Background: an optimization exercise with open tools, aiming at small area, a short achievable clock period and few clock cycles per item. Do not read the settings as production practice. At most, simulation tests tie the RTL to the original design; equivalence was not proved. Function not checked in run 1: the RTL went through the layout flow alone.

## flow/design.v (module list and top-level ports; edited modules follow where they fit)
// module mult_benc: 8 lines
// module mult_enc: 6 lines
// module mult_xn2: 3 lines
// module mult_nor2: 3 lines
// module mult_ao: 3 lines
// module mult_fa: 4 lines
// module mult_fx: 6 lines
// module mult_x2: 3 lines
// module mult_mj: 3 lines
// module mult_ha: 4 lines
// module mult_pc_nnnnt: 6 lines
// module mult_pc_nnttn: 6 lines
// module mult_pc_ttnnt: 6 lines
// module mult_pc_ttttn: 6 lines
// module mult: 1212 lines
module mult(
  input  reset,
  input  clk,
  input  [31:0] a_in,
  input  [31:0] b_in,
  input  start,
  output logic [63:0] product,
  output logic done);
  // ...
==> flow/flow/run.sh <==
#!/bin/bash
set -euo pipefail
export BUFFER_PORTS_ARGS="-buffer_cell sky130_fd_sc_hd__buf_2"
bash standard.sh > standard_flow.log 2>&1
==> flow/standard.sh <==
#!/bin/bash
# synth_recipe.tcl (not shown) runs the flow's synth.tcl, then flattens the netlist and writes it again
# the make line also repeats each setting of config.mk as NAME=value (left out here)
make -C /OpenROAD-flow-scripts/flow DESIGN_CONFIG=/design/flow/config.mk WORK_HOME=/design/flow/orfs CLKGATE_MAP_FILE= SYNTH_SCRIPT=/design/flow/synth_recipe.tcl "${@:-finish}"
==> flow/config.mk <==
export PLATFORM = sky130hd
export DESIGN_NAME = mult
export DESIGN_NICKNAME = mult
export VERILOG_FILES = /design/flow/design.v
export SDC_FILE = /design/flow/constraint.sdc
export NUM_CORES = 4
export LEC_CHECK = 0
export CAP_MARGIN = 20
export CORE_MARGIN = 2
export CORE_UTILIZATION = 60
export GPL_TIMING_DRIVEN = 0
export PLACE_DENSITY = 0.75
export SETUP_SLACK_MARGIN = 0.1
export SLEW_MARGIN = 20
export SYNTH_HIERARCHICAL = 1
==> flow/constraint.sdc <==
create_clock -name core_clock -period 3.5 [get_ports {clk}]
set_input_delay 0.7000 -clock core_clock [delete_from_list [all_inputs] [get_ports {clk}]]
set_output_delay 0.7000 -clock core_clock [all_outputs]
set_load 0.01 [all_outputs]
==> flow_summary.yaml, run 1 <==
status:
  status: "complete, no violations"
placement:
  gp_congestion: 0.968
  hpwl_um: 38400
  place_inst: 2336
  pre_cts_slack_ns: -1.13
finish:
  nFillCells: 2061
  final_cell_mix: "xnor2_1 (229), xor2_1 (195), a22oi_1 (184)"
  clock_buffers: 17
  final_area_mm2: 0.0203
  area_growth_pct: 18.9
  utilization_pct: 72.7
  multi_input_area_share_pct: 68.2
worst_setup_path:
  critical_path.top_delay_family: "compound AO/OA/AOI/OAI gates"
  r2r_cells: 9
  cp-startpoint: "s_reg[6]"
  worstSetupPathType: "reg -> out"
  rr_startpoint: "eneg[5]"
  r2r_end: "s_reg[17]"
floorplanning:
  io_pins: 132
  core.rowCount: 61
  n_tap_cell: 378
  start_util_pct: 61.2
timing:
  maxSlewHeadroom_pct: 59.8
  rsz0062_at_grt: "true"
cts:
  clk_root_buffer_cell: "clkbuf_16"
  cts.repair.resized: 134
  clkLatencyLatePin_ns: 0.46
  cts_tree: "built"
  cts_buffer_depth: 2
  cts.htree.levels: 4
  clk_pin_slew_ns: 0.08
drt:
  dr_wl_met3_um: 3130
  route.met2.wl_um: 25700
  ant_nets: 0
global_route:
  use_met1_pct: 38.2
synth:
  yosysWarnings: 7
  syn_area_mm2: 0.0170
==> run 2: changes to the inputs <==
--- a/flow/design.v
+++ b/flow/design.v
@@ -506,34 +506,34 @@
   mult_fx u_t98 (.a(t193), .b(t195), .c(t184), .s(t197), .co(t198));
   mult_fa u_t99 (.a(pp5[13]), .b(pp4[15]), .c(accs[23]), .s(t199), .co(t200));
   mult_fa u_t100 (.a(pp2[19]), .b(pp3[17]), .c(accc[23]), .s(t201), .co(t202));
   mult_fa u_t101 (.a(pp1[21]), .b(t199), .c(t188), .s(t203), .co(t204));
   mult_fa u_t102 (.a(pp0[23]), .b(t190), .c(t201), .s(t205), .co(t206));
   mult_fx u_t103 (.a(t192), .b(t203), .c(t194), .s(t207), .co(t208));
   mult_fx u_t104 (.a(t205), .b(t207), .c(t196), .s(t209), .co(t210));
   mult_fa u_t105 (.a(pp4[16]), .b(pp5[14]), .c(accs[24]), .s(t211), .co(t212));
-  mult_fa u_t106 (.a(pp2[20]), .b(pp3[18]), .c(accc[24]), .s(t213), .co(t214));
+  mult_fx u_t106 (.a(pp2[20]), .b(pp3[18]), .c(accc[24]), .s(t213), .co(t214));
   mult_fa u_t107 (.a(t200), .b(t211), .c(pp1[22]), .s(t215), .co(t216));
   mult_fa u_t108 (.a(pp0[24]), .b(t202), .c(t213), .s(t217), .co(t218));
   mult_fx u_t109 (.a(t204), .b(t215), .c(t206), .s(t219), .co(t220));
   mult_fx u_t110 (.a(t217), .b(t219), .c(t208), .s(t221), .co(t222));
   mult_fa u_t111 (.a(pp4[17]), .b(pp5[15]), .c(accs[25]), .s(t223), .co(t224));
   mult_fx u_t112 (.a(pp2[21]), .b(pp3[19]), .c(accc[25]), .s(t225), .co(t226));
   mult_fa u_t113 (.a(t212), .b(t223), .c(pp0[25]), .s(t227), .co(t228));
   mult_fa u_t114 (.a(pp1[23]), .b(t214), .c(t225), .s(t229), .co(t230));
   mult_fx u_t115 (.a(t216), .b(t227), .c(t218), .s(t231), .co(t232));
-  mult_fa u_t116 (.a(t229), .b(t231), .c(t220), .s(t233), .co(t234));
+  mult_fx u_t116 (.a(t229), .b(t231), .c(t220), .s(t233), .co(t234));
   mult_fx u_t117 (.a(pp4[18]), .b(pp5[16]), .c(accs[26]), .s(t235), .co(t236));
   mult_fa u_t118 (.a(pp3[20]), .b(accc[26]), .c(t235), .s(t237), .co(t238));
   mult_fa u_t119 (.a(t224), .b(pp2[22]), .c(pp0[26]), .s(t239), .co(t240));
   mult_fa u_t120 (.a(pp1[24]), .b(t226), .c(t237), .s(t241), .co(t242));
   mult_fa u_t121 (.a(t228), .b(t239), .c(t230), .s(t243), .co(t244));
   mult_fx u_t122 (.a(t241), .b(t232), .c(t243), .s(t245), .co(t246));
-  mult_fa u_t123 (.a(pp4[19]), .b(pp5[17]), .c(accs[27]), .s(t247), .co(t248));
+  mult_fx u_t123 (.a(pp4[19]), .b(pp5[17]), .c(accs[27]), .s(t247), .co(t248));
   mult_fx u_t124 (.a(pp3[21]), .b(accc[27]), .c(t247), .s(t249), .co(t250));
   mult_fa u_t125 (.a(t236), .b(pp0[27]), .c(pp2[23]), .s(t251), .co(t252));
   mult_fx u_t126 (.a(pp1[25]), .b(t238), .c(t249), .s(t253), .co(t254));
   mult_fx u_t127 (.a(t240), .b(t251), .c(t242), .s(t255), .co(t256));
   mult_fa u_t128 (.a(t253), .b(t244), .c(t255), .s(t257), .co(t258));
   mult_fx u_t129 (.a(pp4[20]), .b(pp5[18]), .c(accs[28]), .s(t259), .co(t260));
   mult_fa u_t130 (.a(accc[28]), .b(t248), .c(t259), .s(t261), .co(t262));
   mult_fx u_t131 (.a(pp0[28]), .b(pp2[24]), .c(pp3[22]), .s(t263), .co(t264));
@@ -543,41 +543,41 @@
   mult_fx u_t135 (.a(pp4[21]), .b(pp5[19]), .c(accs[29]), .s(t271), .co(t272));
   mult_fx u_t136 (.a(accc[29]), .b(t271), .c(pp0[29]), .s(t273), .co(t274));
   mult_fa u_t137 (.a(pp2[25]), .b(t260), .c(pp1[27]), .s(t275), .co(t276));
   mult_fa u_t138 (.a(pp3[23]), .b(t262), .c(t273), .s(t277), .co(t278));
   mult_fx u_t139 (.a(t264), .b(t275), .c(t266), .s(t279), .co(t280));
   mult_fx u_t140 (.a(t277), .b(t268), .c(t279), .s(t281), .co(t282));
   mult_fx u_t141 (.a(pp4[22]), .b(pp5[20]), .c(accs[30]), .s(t283), .co(t284));
   mult_fa u_t142 (.a(accc[30]), .b(t272), .c(t283), .s(t285), .co(t286));
-  mult_fa u_t143 (.a(pp0[30]), .b(pp2[26]), .c(pp1[28]), .s(t287), .co(t288));
-  mult_fa u_t144 (.a(pp3[24]), .b(t274), .c(t285), .s(t289), .co(t290));
+  mult_fx u_t143 (.a(pp0[30]), .b(pp2[26]), .c(pp1[28]), .s(t287), .co(t288));
+  mult_fx u_t144 (.a(pp3[24]), .b(t274), .c(t285), .s(t289), .co(t290));
   mult_fx u_t145 (.a(t276), .b(t287), .c(t278), .s(t291), .co(t292));
   mult_fx u_t146 (.a(t289), .b(t291), .c(t280), .s(t293), .co(t294));
   mult_fx u_t147 (.a(pp4[23]), .b(pp5[21]), .c(accs[31]), .s(t295), .co(t296));
   mult_fx u_t148 (.a(accc[31]), .b(t295), .c(pp2[27]), .s(t297), .co(t298));
-  mult_fa u_t149 (.a(t284), .b(pp0[31]), .c(pp1[29]), .s(t299), .co(t300));
+  mult_fx u_t149 (.a(t284), .b(pp0[31]), .c(pp1[29]), .s(t299), .co(t300));
   mult_fa u_t150 (.a(pp3[25]), .b(t286), .c(t297), .s(t301), .co(t302));
   mult_fx u_t151 (.a(t288), .b(t299), .c(t290), .s(t303), .co(t304));
   mult_fx u_t152 (.a(t301), .b(t303), .c(t292), .s(t305), .co(t306));
   mult_fx u_t153 (.a(pp5[22]), .b(pp4[24]), .c(accs[32]), .s(t307), .co(t308));
   mult_fa u_t154 (.a(accc[32]), .b(t307), .c(t296), .s(t309), .co(t310));
-  mult_fa u_t155 (.a(pp0[32]), .b(pp2[28]), .c(pp3[26]), .s(t311), .co(t312));
+  mult_fx u_t155 (.a(pp0[32]), .b(pp2[28]), .c(pp3[26]), .s(t311), .co(t312));
   mult_fx u_t156 (.a(pp1[30]), .b(t309), .c(t298), .s(t313), .co(t314));
   mult_fx u_t157 (.a(t300), .b(t311), .c(t302), .s(t315), .co(t316));
   mult_fx u_t158 (.a(t313), .b(t315), .c(t304), .s(t317), .co(t318));
   mult_fa u_t159 (.a(pp5[23]), .b(ns[0]), .c(accs[33]), .s(t319), .co(t320));
   mult_fx u_t160 (.a(pp4[25]), .b(accc[33]), .c(t308), .s(t321), .co(t322));
-  mult_fa u_t161 (.a(t319), .b(pp1[31]), .c(pp2[29]), .s(t323), .co(t324));
+  mult_fx u_t161 (.a(t319), .b(pp1[31]), .c(pp2[29]), .s(t323), .co(t324));
   mult_fa u_t162 (.a(pp3[27]), .b(t321), .c(t310), .s(t325), .co(t326));
   mult_fx u_t163 (.a(t312), .b(t323), .c(t314), .s(t327), .co(t328));
   mult_fx u_t164 (.a(t325), .b(t327), .c(t316), .s(t329), .co(t330));
   mult_ha u_t165 (.a(pp5[24]), .b(pp4[26]), .s(t331), .co(t332));
   mult_fa u_t166 (.a(accs[34]), .b(t331), .c(accc[34]), .s(t333), .co(t334));
-  mult_fa u_t167 (.a(t320), .b(pp2[30]), .c(pp1[32]), .s(t335), .co(t336));
+  mult_fx u_t167 (.a(t320), .b(pp2[30]), .c(pp1[32]), .s(t335), .co(t336));
   mult_fa u_t168 (.a(t333), .b(pp3[28]), .c(t322), .s(t337), .co(t338));
   mult_fx u_t169 (.a(t324), .b(t335), .c(t326), .s(t339), .co(t340));
   mult_fx u_t170 (.a(t337), .b(t339), .c(t328), .s(t341), .co(t342));
   mult_ha u_t171 (.a(pp4[27]), .b(accs[35]), .s(t343), .co(t344));
   mult_fa u_t172 (.a(pp5[25]), .b(ns[1]), .c(t332), .s(t345), .co(t346));
   mult_fx u_t173 (.a(accc[35]), .b(t343), .c(pp2[31]), .s(t347), .co(t348));
   mult_fa u_t174 (.a(t345), .b(t334), .c(pp3[29]), .s(t349), .co(t350));
   mult_fx u_t175 (.a(t347), .b(t336), .c(t349), .s(t351), .co(t352));
--- a/flow/config.mk
+++ b/flow/config.mk
@@ -5,11 +5,11 @@
 export SDC_FILE = /design/flow/constraint.sdc
 export NUM_CORES = 4
 export LEC_CHECK = 0
 export CAP_MARGIN = 20
 export CORE_MARGIN = 2
 export CORE_UTILIZATION = 60
 export GPL_TIMING_DRIVEN = 0
 export PLACE_DENSITY = 0.75
-export SETUP_SLACK_MARGIN = 0.1
+export SETUP_SLACK_MARGIN = 0.05
 export SLEW_MARGIN = 20
 export SYNTH_HIERARCHICAL = 1
==> run 2 against run 1 <==
Compared with the run above:
- still clean
- first-iteration DRC count is 9.0% lower
- worst hold slack better by 0.016 ns
- sequential cell count stayed put
- largest cell class unchanged
- cell area is 0.61% lower
- critical path type unchanged
- fmax is 0.50% lower
- via count is 0.97% lower
- sequential share of layout area is 0.14 points higher
- critical path depth is 1 higher
- routed wire length is 1.2% lower
==> flow_summary.yaml, run 2 <==
status:
  status: "complete, no violations"
drt:
  ant_nets: 0
  drt_wl_total_um: 50600
  drt_first_pass_iters: 8
  num_vias: 14379
  drt_iter0_markers: 1137
  wire_per_inst_um: 20.9
  via_per_inst: 5.94
  drc_errors: 0
global_route:
  grt_pass1_wl_um: 78200
  grt_max_degree: 32
  grt_util_all_layers_pct: 33.1
  antenna_found_initial: 0
  grt-ovfl-total: 0
  grt_pass1_vias: 14871
finish:
  utilization_pct: 72.1
  nNetsFinal: 2303
  multiInputGateArea_mm2: 0.0138
  layout.cells.most_common: "xnor2_1"
  diodes: 0
  final_cell_mix: "xnor2_1 (230), xor2_1 (215), a22oi_1 (186)"
  ff_latch_area_mm2: 0.00326
  largest_reg_flops: 64
  stdcell_count: 2421
  area_growth_pct: 17.6
  drive_gt1_share_pct: 29.0
  nFillCells: 2102
worst_setup_path:
  crit_path_max_fanout: 7
  arrival_ns: 2.75
  worstSetupPathType: "reg -> out"
  rr_startpoint: "eneg[5]"
  r2r_end: "s_reg[17]"
  cp-startpoint: "c_reg[5]"
  endpoint: "product[47]"
  crit_path_start_kind: "flip-flop"
  end_kind: "primary output"
  r2r_cells: 9
  critical_path_required_ns: 2.80
  worst-r2r-setup-slack_ns: 0.07
floorplanning:
  start_util_pct: 61.3
  io_pins: 132
  core_area_mm2: 0.0279
  die_w_um: 173
  die_area_mm2: 0.0299
  die_h_um: 173
  core.rowCount: 61
hold_path:
  hold_path_class: "in -> async"
timing:
  final-hold-violation-count: 0
  finalSetupViolCount: 0
  fin_hold_ws_ns: 0.0469
  tns_ns: 0
  period_share_pct: 98.5
  slew_violations: 0
  max_freq_ghz: 0.290
  worstMarginPinSlew_ns: 0.663
  maxSlewHeadroom_pct: 55.8
  layout_min_cycle_time_ns: 3.45
  rsz0062_at_grt: "true"
  timing.final.ws_setup_ns: 0.0532
  clock_skew_ns: 0.0149
synth:
  synth.avg_cell_area_um2: 9.28
  syn_area_mm2: 0.0171
  postSynthCellCount: 1845
  syn_nets: 2118
  yosysWarnings: 7
cts:
  cts_tree: "built"
  clk_root_buffer_cell: "clkbuf_16"
  cts.htree.levels: 4
  clock-sinks: 160
  clk_pin_slew_ns: 0.08
  cts_buffer_depth: 2
  cts-buffers-inserted: 17
  holdBufCountCts: 0
  clkLatencyLatePin_ns: 0.45
flow_run:
  maxCapViolCount: 0
placement:
  hpwl_um: 38000
  gp_congestion: 0.961
  pre_cts_slack_ns: -1.17
  port_buffers: 131
  place_inst: 2355
-- run 2: worst max-delay path: stages, from the launching register on --
cell and delay, ns:
dfxtp_4 0.37, ha_4 0.26, a21oi_4 0.17, o21ai_2 0.10, a21oi_4 0.23, o21ai_4 0.15
a21oi_4 0.17, buf_6 0.12, buf_12 0.12, buf_6 0.10, inv_2 0.02, a21o_1 0.18
xor2_1 0.14, buf_2 0.15
-- run 2: how the worst min path moves through the flow --
stage                   from  cells past startpoint  slack [ns]       to
floorplan              reset                      0        0.40        g
global placement    b_reg[0]                      1        0.43  etwo[0]
detailed placement  b_reg[0]                      1        0.45  etwo[0]
CTS                    reset                      1        0.04       p1
global route           reset                      1        0.04       p1
finish                 reset                      1        0.05       p1
-- run 2: layout make-up --
type	count	share of cell area, %
inverters	93	1.73
well taps	378	2.35
repair buffers	176	5.50
plain buffers	106	2.63
clock inverters	13	0.721
flip-flops and latches	160	16.2
clock buffers	19	2.20
multi-input cells	1476	68.7
-- run 2: what timing repair did --
action	4_1_cts	5_1_grt
resized for setup	115	134
pin swaps	34	25
cloned	2	1
buffers inserted	32	12
setup endpoints to repair	113	86
-- run 2: metal layers --
| metal | share of wire [%] | global-route usage [%] | vias up | routed length [um] |
|---|---|---|---|---|
| met3 | 6.0 | 3.83 | 174 | 3060 |
| met2 | 50 | 59.4 | 649 | 25600 |
| met5 | 0 | 0 | - | 0 |
| met4 | 6.2 | 20.1 | 0 | 3150 |
| met1 | 37 | 37.8 | 6918 | 18900 |
| li1 | - | - | 6638 | - |
-- run 2: per-stage QoR --
step	instance area [um2]
final	20100
after global placement	18300
after CTS	19700
after detailed placement	18300
after floorplan	17100
after global routing	20100
Testbench counts of run 2, summed over its fixed seeds: cycles 9,600, items 2,400.
==> run 3: changes to the inputs <==
--- a/flow/config.mk
+++ b/flow/config.mk
@@ -12,3 +12,3 @@
 export PLACE_DENSITY = 0.75
-export SETUP_SLACK_MARGIN = 0.05
+export SETUP_SLACK_MARGIN = 0.15
 export SLEW_MARGIN = 20
==> run 3 against run 2 <==
Compared with the run above:
- global-route usage increased by 0.75 points
- setup slack got worse by 0.014 ns
- register-to-register slack improved by 0.15 ns
- synthesized cell count unchanged
- sequential share of layout area decreased by 0.20 points
- die area unchanged
- fmax decreased by 0.42%
- critical path type unchanged
- critical endpoint is now product[46]
==> flow_summary.yaml, run 3 <==
status:
  status: "complete, no violations"
cts:
  holdBufCountCts: 0
  cts_tree: "built"
  cts_buffer_depth: 2
  clock-sinks: 160
  cts-buffers-inserted: 17
  cts.htree.levels: 4
  clk_pin_slew_ns: 0.08
  clkLatencyLatePin_ns: 0.45
  clk_root_buffer_cell: "clkbuf_16"
drt:
  via_per_inst: 5.99
  drt_wl_total_um: 51200
  drt_iter0_markers: 1152
  drt_first_pass_iters: 7
  ant_nets: 0
  num_vias: 14522
  drc_errors: 0
  wire_per_inst_um: 21.1
synth:
  synth.avg_cell_area_um2: 9.28
  syn_area_mm2: 0.0171
  postSynthCellCount: 1845
  yosysWarnings: 7
  syn_nets: 2118
placement:
  gp_congestion: 0.967
  hpwl_um: 38200
  port_buffers: 131
finish:
  layout.cells.most_common: "xnor2_1"
  diodes: 0
  drive_gt1_share_pct: 30.1
  largest_reg_flops: 64
  utilization_pct: 72.7
  nFillCells: 2144
  nNetsFinal: 2306
  final_cell_mix: "xnor2_1 (229), xor2_1 (209), a22oi_1 (184)"
  area_growth_pct: 18.6
global_route:
  grt_max_degree: 32
  grt_pass1_wl_um: 79700
  antenna_found_initial: 1
  grt_pass1_vias: 14793
  grt-ovfl-total: 0
  grt_util_all_layers_pct: 33.9
timing:
  layout_min_cycle_time_ns: 3.46
  finalSetupViolCount: 0
  slew_violations: 0
  max_freq_ghz: 0.289
  period_share_pct: 98.9
  maxSlewHeadroom_pct: 55.4
  final-hold-violation-count: 0
  tns_ns: 0
  rsz0062_at_grt: "true"
  worstMarginPinSlew_ns: 0.664
  clock_skew_ns: 0.0203
worst_setup_path:
  cp-startpoint: "c_reg[3]"
  crit_path_max_fanout: 8
  worstSetupPathType: "reg -> out"
  end_kind: "primary output"
  crit_path_start_kind: "flip-flop"
  critical_path_required_ns: 2.80
  rr_startpoint: "etwo[4]"
  arrival_ns: 2.76
hold_path:
  hold_path_class: "in -> async"
floorplanning:
  start_util_pct: 61.3
  die_h_um: 173
  die_area_mm2: 0.0299
  io_pins: 132
  die_w_um: 173
  core_area_mm2: 0.0279
  core.rowCount: 61
flow_run:
  maxCapViolCount: 0
-- run 3: layout make-up --
type / count / area, um2 / area share, %
Buffer: 115 / 622 / 3.06
Clock buffer: 17 / 425 / 2.10
Clock inverter: 15 / 218 / 1.07
Inverter: 93 / 352 / 1.73
Multi-Input combinational cell: 1476 / 13900 / 68.4
Sequential cell: 160 / 3250 / 16.0
Tap cell: 378 / 473 / 2.33
Timing Repair Buffer: 170 / 1080 / 5.33
-- run 3: critical path, cell delays in order (launching register included) --
cell and delay [ns]:
dfxtp_2 0.35, ha_4 0.26, a21oi_4 0.15, o21ai_4 0.10, a21oi_4 0.25, o21ai_4 0.09
buf_12 0.14, a21oi_4 0.21, buf_12 0.14, buf_16 0.13, inv_2 0.03, a21o_1 0.15
xor2_1 0.15, buf_2 0.14
-- run 3: final timing paths --
path                                to  slack, ns  depth (start not counted)
setup / recovery           product[46]       0.04                         13
hold / removal                       m       0.04                          1
setup reg to reg             c_reg[27]       0.22                          9
hold reg to reg                etwo[0]       0.43                          1
max in group asynchronous           p1       3.35                          1
min in group core_clock      b_reg[10]       0.35                          1
-- run 3: per-layer routing --
layer  track usage (%)  up-vias  wire length, um
met3              4.79      166             3170
met1              38.5     7049            18900
met4              19.8        0             3200
li1                  -     6644                -
met2              60.6      663            25900
met5                 0        -                0
-- run 3: per-stage QoR --
step	hold slack, ns	area (um2)	std cells	setup slack [ns]
2_1_floorplan	0.404	17200	1845	0.151
3_3_place_gp	0.424	18300	2354	-1.04
3_5_place_dp	0.423	18300	2354	-1.07
4_1_cts	0.0327	19900	2418	0.0614
5_1_grt	0.0328	20300	2424	-0.0495
6_report	0.0432	20300	2424	0.0388
-- run 3: repair_timing --
action	in CTS	in global routing
buffers inserted	29	8
gates cloned	3	0
endpoints found under the setup margin	110	88
hold endpoints to repair	0	0
pin swaps	42	28
resized for setup	162	128
==> run 4: changes to the inputs <==
--- a/flow/config.mk
+++ b/flow/config.mk
@@ -12,3 +12,3 @@
 export PLACE_DENSITY = 0.75
-export SETUP_SLACK_MARGIN = 0.15
+export SETUP_SLACK_MARGIN = 0.1
 export SLEW_MARGIN = 20
==> run 4 against run 3 <==
Compared with the run above:
- global-route usage fell by 0.65 points
- area after synthesis did not move
- setup slack improved by 0.096 ns
- worst hold slack got worse by 0.0013 ns
- routed wire length fell by 0.79%
==> flow_summary.yaml, run 4 <==
global_route:
  grt_pass1_wl_um: 78500
  antenna_found_initial: 0
  grt-ovfl-total: 0
  grt_pass1_vias: 14854
  grt_max_degree: 32
  grt_util_all_layers_pct: 33.2
timing:
  worstMarginPinSlew_ns: 0.609
  max_freq_ghz: 0.297
  finalSetupViolCount: 0
  maxSlewHeadroom_pct: 58.2
  layout_min_cycle_time_ns: 3.37
  final-hold-violation-count: 0
  timing.final.ws_setup_ns: 0.134
  rsz0062_at_grt: "true"
  clock_skew_ns: 0.0211
  period_share_pct: 96.2
  slew_violations: 0
floorplanning:
  die_h_um: 173
  io_pins: 132
  die_w_um: 173
  die_area_mm2: 0.0299
  core.rowCount: 61
  core_area_mm2: 0.0279
  start_util_pct: 61.3
status:
  status: "complete, no violations"
placement:
  place_inst: 2354
  hpwl_um: 38200
  pre_cts_slack_ns: -1.14
  port_buffers: 131
  gp_congestion: 0.979
worst_setup_path:
  cpPeakStageDelay_ns: 0.37
  r2r_cells: 9
  path_common_cell: "a21oi_4"
  rr_startpoint: "etwo[4]"
  critical_path_required_ns: 2.80
  cp_cell_sequence: "ha_4 -> a21oi_4 -> o21ai_4 -> a21oi_4 -> o21ai_4 -> buf_12 -> a21oi_4 -> buf_6 -> inv_2 -> a21o_1 -> xor2_1 -> buf_2"
  end_kind: "primary output"
  crit_slowest_cell: "dfxtp_1"
  crit_path_start_kind: "flip-flop"
  arrival_ns: 2.67
  worstSetupPathType: "reg -> out"
  crit_path_max_fanout: 3
  cp-startpoint: "c_reg[21]"
cts:
  holdBufCountCts: 0
  clkLatencyLatePin_ns: 0.44
  cts_tree: "built"
  cts-buffers-inserted: 17
  cts.htree.levels: 4
  clock-sinks: 160
  clk_pin_slew_ns: 0.08
  clk_root_buffer_cell: "clkbuf_16"
  cts_buffer_depth: 2
synth:
  yosysWarnings: 7
  syn_area_mm2: 0.0171
  postSynthCellCount: 1845
  synth.avg_cell_area_um2: 9.28
  syn_nets: 2118
drt:
  drt_iter0_markers: 1250
  wire_per_inst_um: 21.0
  drt_wl_total_um: 50800
  drt_first_pass_iters: 8
  num_vias: 14615
  drc_errors: 0
  via_per_inst: 6.03
  ant_nets: 0
finish:
  layout.cells.most_common: "xnor2_1"
  final_cell_mix: "xnor2_1 (230), xor2_1 (215), a22oi_1 (184)"
  nNetsFinal: 2306
  area_growth_pct: 18.2
  stdcell_count: 2424
  drive_gt1_share_pct: 29.1
  diodes: 0
  largest_reg_flops: 64
hold_path:
  hold_path_class: "in -> async"
flow_run:
  maxCapViolCount: 0
==> run 4: timing repair <==
action / in CTS / in global routing
gates resized for setup: 114 / 149
buffers inserted: 32 / 11
cloned: 2 / 0
setup endpoints to repair: 113 / 92
pin swaps: 27 / 35
==> run 4: layout make-up <==
class                      instances  area, um2
timing repair buffer             174       1110
buffer                           110        572
fill                            2169       7700
inverter                          93        349
clock inverter                    13        170
tap                              378        473
clock buffer                      19        433
multi-input combinational       1477      13900
sequential                       160       3270
==> run 4: critical path, delay by kind of cell (launching register included) <==
family | cells | cell delay (ns)
buf+inv | 4 | 0.48
compound gates | 6 | 0.98
flops | 1 | 0.37
fa+ha+maj | 1 | 0.24
xor+xnor | 1 | 0.17
==> run 4: worst paths after layout <==
kind	end	slack, ns
max in group asynchronous	g	3.35
min reg2reg	etwo[0]	0.43
min in group core_clock	b_reg[5]	0.36
max	product[42]	0.13
min	p1	0.04
max reg2reg	c_reg[27]	0.19
==> run 4: per-layer routing <==
layer  GRT usage, %  up-vias  wire, um
met1           37.4     7063     18900
met5              0        -         0
met3           4.24      198      3060
met2           59.1      710     25200
li1               -     6644         -
met4           21.8        0      3640
==> run 4: per-stage QoR <==
step                      utilization, %  TNS (ns)  instance area [um2]  hold WS (ns)
after floorplan                        -         0                17100         0.404
after global placement              65.4    -66.80                18300         0.439
after detailed placement            65.4    -70.14                18300         0.429
after CTS                           70.5         0                19700        0.0311
after global routing                72.4         0                20200        0.0300
final                               72.4         0                20200        0.0418

==> port drivers added, routing unchanged <==
How much do the figures lean on ideal ports? The routed layouts below were timed once more, with nothing changed but the port constraints.
Step 1 assumes that a clkbuf_16 drives the clock port and a buf_2 every other input.
Step 2 times the ports against the registers' clock, not the clock port: input delays grow and output delays shrink by t, the midpoint of the rising clock arrivals with the driver on.
a / b / c = ideal / step 1 / step 2; a / b = the first two.
run	t (ns)	setup slack, ns	worst register clock-pin slew, ns
run 1	0.505	0.071 / 0.018 / -0.367	0.08 / 0.08
run 2	0.489	0.053 / 0.004 / -0.384	0.08 / 0.08
run 3	0.495	0.039 / -0.015 / -0.288	0.08 / 0.08
run 4	0.480	0.134 / 0.084 / -0.303	0.08 / 0.08
With both steps, setup timing fails in every run listed, where it was met with ideal ports. The setup slack of run 1, which loses most, moves by -0.053 ns with the drivers and by -0.438 ns with both steps.
